Source: an optimization exercise on an open RTL-to-GDS flow (aim: small area). Production flows keep margins and buffers that such runs may drop.
Function was checked by simulation only, so behaviour that the tests miss may differ from the original.
Power is estimated from default activity; no workload was simulated.

==> build 33: inputs <==
==> flow/design.v <==
module fault_fsm (
    input  logic        clk,
    input  logic        rst_n,
    input  logic [47:0] cell_voltage_packed,
    input  logic [11:0] current_raw,
    input  logic [11:0] temp_raw,
    input  logic        mask_voltage,
    input  logic        mask_current,
    input  logic        mask_temp,
    input  logic        manual_reset,
    output logic [1:0]  state_o,
    output logic        fault_latched_o,
    output logic [1:0]  active_fault_code_o,
    output logic [15:0] fault_count_o,
    output logic [15:0] warning_count_o,
    output logic [15:0] last_fault_cycle_o
);
    localparam logic [1:0] S_NORMAL   = 2'd0;
    localparam logic [1:0] S_WARNING  = 2'd1;
    localparam logic [1:0] S_FAULT    = 2'd2;
    localparam logic [1:0] S_SHUTDOWN = 2'd3;
    logic [3:0] cell_low;
    always_comb
        for (int k = 0; k < 4; k++)
            cell_low[k] = cell_voltage_packed[12*k +: 12] < 12'd330;
    wire curr_high = current_raw > 12'd150;
    wire temp_high = temp_raw > 12'd60;
    logic [3:0] cell_cnt [4];
    logic [3:0] curr_cnt, temp_cnt;
    logic       cell_any_q;    
    logic       any_cell_deb;  
    logic       curr_deb, temp_deb;
    function automatic logic [3:0] deb_next(input logic cond, input logic [3:0] c);
        deb_next = cond ? (c[3] ? c : c + 4'd1) : 4'd0;
    endfunction
    logic [1:0] state;
    logic [5:0] persist;
    logic [1:0] code_q;
    logic [15:0] fault_cnt, warn_cnt, last_fault, cycle_cnt;
    logic [1:0] cur_code;
    always_comb begin
        if (temp_deb && !mask_temp)         cur_code = 2'd3;
        else if (curr_deb && !mask_current) cur_code = 2'd2;
        else if (any_cell_deb && !mask_voltage) cur_code = 2'd1;
        else                                cur_code = 2'd0;
    end
    wire code_nz   = cur_code != 2'd0;
    wire persist_z = persist == 6'd0;
    wire persist_hi = persist[5] & persist[4] & persist[1];  
    wire in_n = state == S_NORMAL;
    wire in_w = state == S_WARNING;
    wire in_f = state == S_FAULT;
    wire in_s = state == S_SHUTDOWN;
    wire enter_f = in_w & code_nz & persist_hi;
    wire enter_s = in_f & ~manual_reset & (cur_code == 2'd3);
    wire enter_w = in_n & code_nz;
    wire enter_any = enter_f | enter_s;
    logic [1:0] state_nxt;
    always_comb begin
        state_nxt = state;
        case (state)
            S_NORMAL:   if (code_nz) state_nxt = S_WARNING;
            S_WARNING:  if (!code_nz && persist_z) state_nxt = S_NORMAL;
                        else if (code_nz && persist_hi) state_nxt = S_FAULT;
            S_FAULT:    if (manual_reset) state_nxt = S_NORMAL;
                        else if (cur_code == 2'd3) state_nxt = S_SHUTDOWN;
            S_SHUTDOWN: if (manual_reset) state_nxt = S_NORMAL;
        endcase
    end
    logic [5:0] persist_nxt;
    always_comb begin
        if (manual_reset || !in_w) persist_nxt = 6'd0;
        else if (code_nz)          persist_nxt = persist + 6'd1;
        else if (persist_z)        persist_nxt = 6'd0;
        else                       persist_nxt = persist - 6'd1;
    end
    always_ff @(posedge clk or negedge rst_n) begin
        if (!rst_n) begin
            for (int k = 0; k < 4; k++) cell_cnt[k] <= 4'd0;
            curr_cnt <= 4'd0;
            temp_cnt <= 4'd0;
            cell_any_q <= 1'b0;
            any_cell_deb <= 1'b0;
            curr_deb <= 1'b0;
            temp_deb <= 1'b0;
            state <= S_NORMAL;
            persist <= 6'd0;
            code_q <= 2'd0;
            fault_cnt <= 16'd0;
            warn_cnt <= 16'd0;
            last_fault <= 16'd0;
            cycle_cnt <= 16'd0;
        end else begin
            for (int k = 0; k < 4; k++) cell_cnt[k] <= deb_next(cell_low[k], cell_cnt[k]);
            curr_cnt <= deb_next(curr_high, curr_cnt);
            temp_cnt <= deb_next(temp_high, temp_cnt);
            cell_any_q <= cell_cnt[0][3] | cell_cnt[1][3] | cell_cnt[2][3] | cell_cnt[3][3];
            any_cell_deb <= cell_any_q;
            curr_deb <= curr_cnt[3];
            temp_deb <= temp_cnt[3];
            state <= state_nxt;
            persist <= persist_nxt;
            if (manual_reset)  code_q <= 2'd0;
            else if (enter_f)  code_q <= cur_code;
            else if (enter_s)  code_q <= 2'd3;
            cycle_cnt <= cycle_cnt + 16'd1;
            if (enter_any) begin
                fault_cnt  <= fault_cnt + 16'd1;
                last_fault <= cycle_cnt;
            end
            if (enter_w) warn_cnt <= warn_cnt + 16'd1;
        end
    end
    assign state_o             = state;
    assign fault_latched_o     = code_q != 2'd0;
    assign active_fault_code_o = code_q;
    assign fault_count_o       = fault_cnt;
    assign warning_count_o     = warn_cnt;
    assign last_fault_cycle_o  = last_fault;
endmodule
==> flow/flow/run.sh <==
#!/bin/bash
# Standard synthesis and layout, with small port buffers and a lighter clock tree.
set -euo pipefail
cd "$(dirname "$0")/.."
# one buffer on every input and output port, as the standard flow does, but the smallest one
export BUFFER_PORTS_ARGS="-buffer_cell sky130_fd_sc_hd__buf_1"
# clock tree from small clock buffers, without dummy balancing loads
export CTS_ARGS="-sink_clustering_enable -repair_clock_nets -buf_list {sky130_fd_sc_hd__clkbuf_8 sky130_fd_sc_hd__clkbuf_4} -dont_use_dummy_load"
bash standard.sh synth > synth.log 2>&1
bash standard.sh finish > layout.log 2>&1
==> flow/standard.sh <==
#!/bin/bash
# synth_recipe.tcl (not shown) runs the flow's synth.tcl, then flattens the netlist and writes it again
# the make line also repeats each setting of config.mk as NAME=value (left out here)
make -C /OpenROAD-flow-scripts/flow DESIGN_CONFIG=/design/flow/config.mk WORK_HOME=/design/flow/orfs CLKGATE_MAP_FILE= SYNTH_SCRIPT=/design/flow/synth_recipe.tcl "${@:-finish}"
==> flow/config.mk <==
export PLATFORM = sky130hd
export DESIGN_NAME = fault_fsm
export DESIGN_NICKNAME = fault_fsm
export VERILOG_FILES = /design/flow/design.v
export SDC_FILE = /design/flow/constraint.sdc
export NUM_CORES = 4
export LEC_CHECK = 0
export CAP_MARGIN = 20
export CORE_MARGIN = 2
export CORE_UTILIZATION = 40
export PLACE_DENSITY = 0.6
export SLEW_MARGIN = 20
==> flow/constraint.sdc <==
create_clock -name core_clock -period 10.0 [get_ports {clk}]
set_input_delay 2.0000 -clock core_clock [delete_from_list [all_inputs] [get_ports {clk}]]
set_output_delay 2.0000 -clock core_clock [all_outputs]
set_load 0.01 [all_outputs]
==> build 22 (differences from build 33) <==
--- a/flow/design.v
+++ b/flow/design.v
@@ -21,2 +21,28 @@
     localparam logic [1:0] S_SHUTDOWN = 2'd3;
+    function automatic logic [3:0] cnt_next(input logic c, input logic [3:0] s);
+        cnt_next[0] = (~s[3] & c) | (~s[1] & c);
+        cnt_next[1] = (s[2] & c) | (s[1] & s[3] & c);
+        cnt_next[2] = (~s[0] & c);
+        cnt_next[3] = (~s[2] & c) | (~s[1] & c);
+    endfunction
+    function automatic logic cnt_at8(input logic [3:0] s);
+        cnt_at8 = ~s[1] & ~s[2] & s[3];
+    endfunction
+    function automatic logic [3:0] deb_next(input logic c, input logic [3:0] s);
+        deb_next[0] = (~s[1] & ~s[2] & c) | (s[0] & s[1] & c);
+        deb_next[1] = (~s[0] & c) | (~s[3] & c) | (~s[1] & ~s[2] & c);
+        deb_next[2] = (~s[1] & c) | (s[2] & s[3] & c);
+        deb_next[3] = (s[0] & c) | (~s[0] & s[1] & ~s[2]);
+    endfunction
+    function automatic logic deb_flag(input logic [3:0] s);
+        deb_flag = ~s[0] & ~s[2] & s[3];
+    endfunction
+    function automatic logic [15:0] incr16(input logic [15:0] q, input logic inc);
+        logic t;
+        t = inc;
+        for (int i = 0; i < 16; i++) begin
+            incr16[i] = q[i] ^ t;
+            t = t & q[i];
+        end
+    endfunction
     logic [3:0] cell_low;
@@ -28,9 +54,7 @@
     logic [3:0] cell_cnt [4];
-    logic [3:0] curr_cnt, temp_cnt;
+    logic [3:0] curr_s, temp_s;
     logic       cell_any_q;    
     logic       any_cell_deb;  
-    logic       curr_deb, temp_deb;
-    function automatic logic [3:0] deb_next(input logic cond, input logic [3:0] c);
-        deb_next = cond ? (c[3] ? c : c + 4'd1) : 4'd0;
-    endfunction
+    wire curr_deb = deb_flag(curr_s);
+    wire temp_deb = deb_flag(temp_s);
     logic [1:0] state;
@@ -41,9 +65,9 @@
     always_comb begin
-        if (temp_deb && !mask_temp)         cur_code = 2'd3;
-        else if (curr_deb && !mask_current) cur_code = 2'd2;
+        if (temp_deb && !mask_temp)             cur_code = 2'd3;
+        else if (curr_deb && !mask_current)     cur_code = 2'd2;
         else if (any_cell_deb && !mask_voltage) cur_code = 2'd1;
-        else                                cur_code = 2'd0;
+        else                                    cur_code = 2'd0;
     end
-    wire code_nz   = cur_code != 2'd0;
-    wire persist_z = persist == 6'd0;
+    wire code_nz    = cur_code != 2'd0;
+    wire persist_z  = persist == 6'd0;
     wire persist_hi = persist[5] & persist[4] & persist[1];  
@@ -52,3 +76,2 @@
     wire in_f = state == S_FAULT;
-    wire in_s = state == S_SHUTDOWN;
     wire enter_f = in_w & code_nz & persist_hi;
@@ -79,8 +102,6 @@
             for (int k = 0; k < 4; k++) cell_cnt[k] <= 4'd0;
-            curr_cnt <= 4'd0;
-            temp_cnt <= 4'd0;
+            curr_s <= 4'd0;
+            temp_s <= 4'd0;
             cell_any_q <= 1'b0;
             any_cell_deb <= 1'b0;
-            curr_deb <= 1'b0;
-            temp_deb <= 1'b0;
             state <= S_NORMAL;
@@ -93,9 +114,8 @@
         end else begin
-            for (int k = 0; k < 4; k++) cell_cnt[k] <= deb_next(cell_low[k], cell_cnt[k]);
-            curr_cnt <= deb_next(curr_high, curr_cnt);
-            temp_cnt <= deb_next(temp_high, temp_cnt);
-            cell_any_q <= cell_cnt[0][3] | cell_cnt[1][3] | cell_cnt[2][3] | cell_cnt[3][3];
+            for (int k = 0; k < 4; k++) cell_cnt[k] <= cnt_next(cell_low[k], cell_cnt[k]);
+            curr_s <= deb_next(curr_high, curr_s);
+            temp_s <= deb_next(temp_high, temp_s);
+            cell_any_q <= cnt_at8(cell_cnt[0]) | cnt_at8(cell_cnt[1]) |
+                          cnt_at8(cell_cnt[2]) | cnt_at8(cell_cnt[3]);
             any_cell_deb <= cell_any_q;
-            curr_deb <= curr_cnt[3];
-            temp_deb <= temp_cnt[3];
             state <= state_nxt;
@@ -105,8 +125,6 @@
             else if (enter_s)  code_q <= 2'd3;
-            cycle_cnt <= cycle_cnt + 16'd1;
-            if (enter_any) begin
-                fault_cnt  <= fault_cnt + 16'd1;
-                last_fault <= cycle_cnt;
-            end
-            if (enter_w) warn_cnt <= warn_cnt + 16'd1;
+            cycle_cnt <= incr16(cycle_cnt, 1'b1);
+            fault_cnt <= incr16(fault_cnt, enter_any);
+            warn_cnt  <= incr16(warn_cnt, enter_w);
+            if (enter_any) last_fault <= cycle_cnt;
         end
==> build 32 (differences from build 33) <==
==> flow/run.sh (new file) <==
#!/bin/bash
# synth_recipe.tcl (not shown) runs the flow's synth.tcl, then flattens the netlist and writes it again
# the make line also repeats each setting of config.mk as NAME=value (left out here)
make -C /OpenROAD-flow-scripts/flow DESIGN_CONFIG=/design/flow/config.mk WORK_HOME=/design/flow/orfs CLKGATE_MAP_FILE= SYNTH_SCRIPT=/design/flow/synth_recipe.tcl finish
removed: flow/flow/run.sh
removed: flow/standard.sh
==> impl_results.md <==
* Status: complete, no violations
* Clock group at a little over 0.2 mW
* Power Density at 156 nW/um^2
* Netlist Area Pre-Place at 4820 um^2
* Clock Skew at 0.0223 ns
* GRT met2 Usage at 0.248
* Reg2reg start: temp_deb$_DFF_PN0_
* Logic power comb at 0.165 mW
* Unique masters post-synth at 48
* Routed wl met2 at 4.33 mm
* Final net count at 636
* Synth Area in Compound Gates at 0.0847
the above is filed under build 33

==> impl_results.md <==
* Routed wl met2 at 3.60 mm
* Clock group at 0.198 mW
* Reg2reg start: curr_s[3]$_DFF_PN0_
* Status: complete, no violations
* Clock Skew at 0.0329 ns
* GRT met2 Usage at 0.231
* Netlist Area Pre-Place at 4210 um^2
* Unique masters post-synth at 42
the above is filed under build 22

==> impl_results.md <==
* Clock group at 0.404 mW
* Clock Skew at 0.00692 ns
* Unique masters post-synth at 48
* Final net count at 636
* Status: complete, no violations
* Routed wl met2 at 4.66 mm
* Synth Area in Compound Gates at 0.0847
the above is filed under build 32

## static timing again, ports no longer ideal
The results above use ideal ports. As a check the final layouts listed here were re-extracted and re-timed, cells and wires unchanged.
Step 1, drivers: a clkbuf_16 drives clk and a buf_2 each remaining input, both assumed.
Step 2, shift: input delay + t, output delay - t, t = (earliest + latest rising clock arrival at the registers) / 2. This alone moves slack from input paths to output paths.
Three values: ideal ports, drivers, drivers and shift; two values: the first two.
| run | t, ns | setup WS [ns] | worst setup path after step 2 | worst slew at a driven data input, ns |
|---|---|---|---|---|
| build 33 | 0.383 | 6.380 / 6.383 / 6.000 | input to register | 0.03 |
| build 22 | 0.370 | 4.335 / 4.345 / 3.974 | input to register | 0.04 |
| build 32 | 0.373 | 5.902 / 5.913 / 5.540 | input to register | 0.04 |
After both steps setup and hold are still met in every run listed. The setup slack of build 33, which loses most, moves by +0.003 ns with the drivers and by -0.380 ns with both steps.
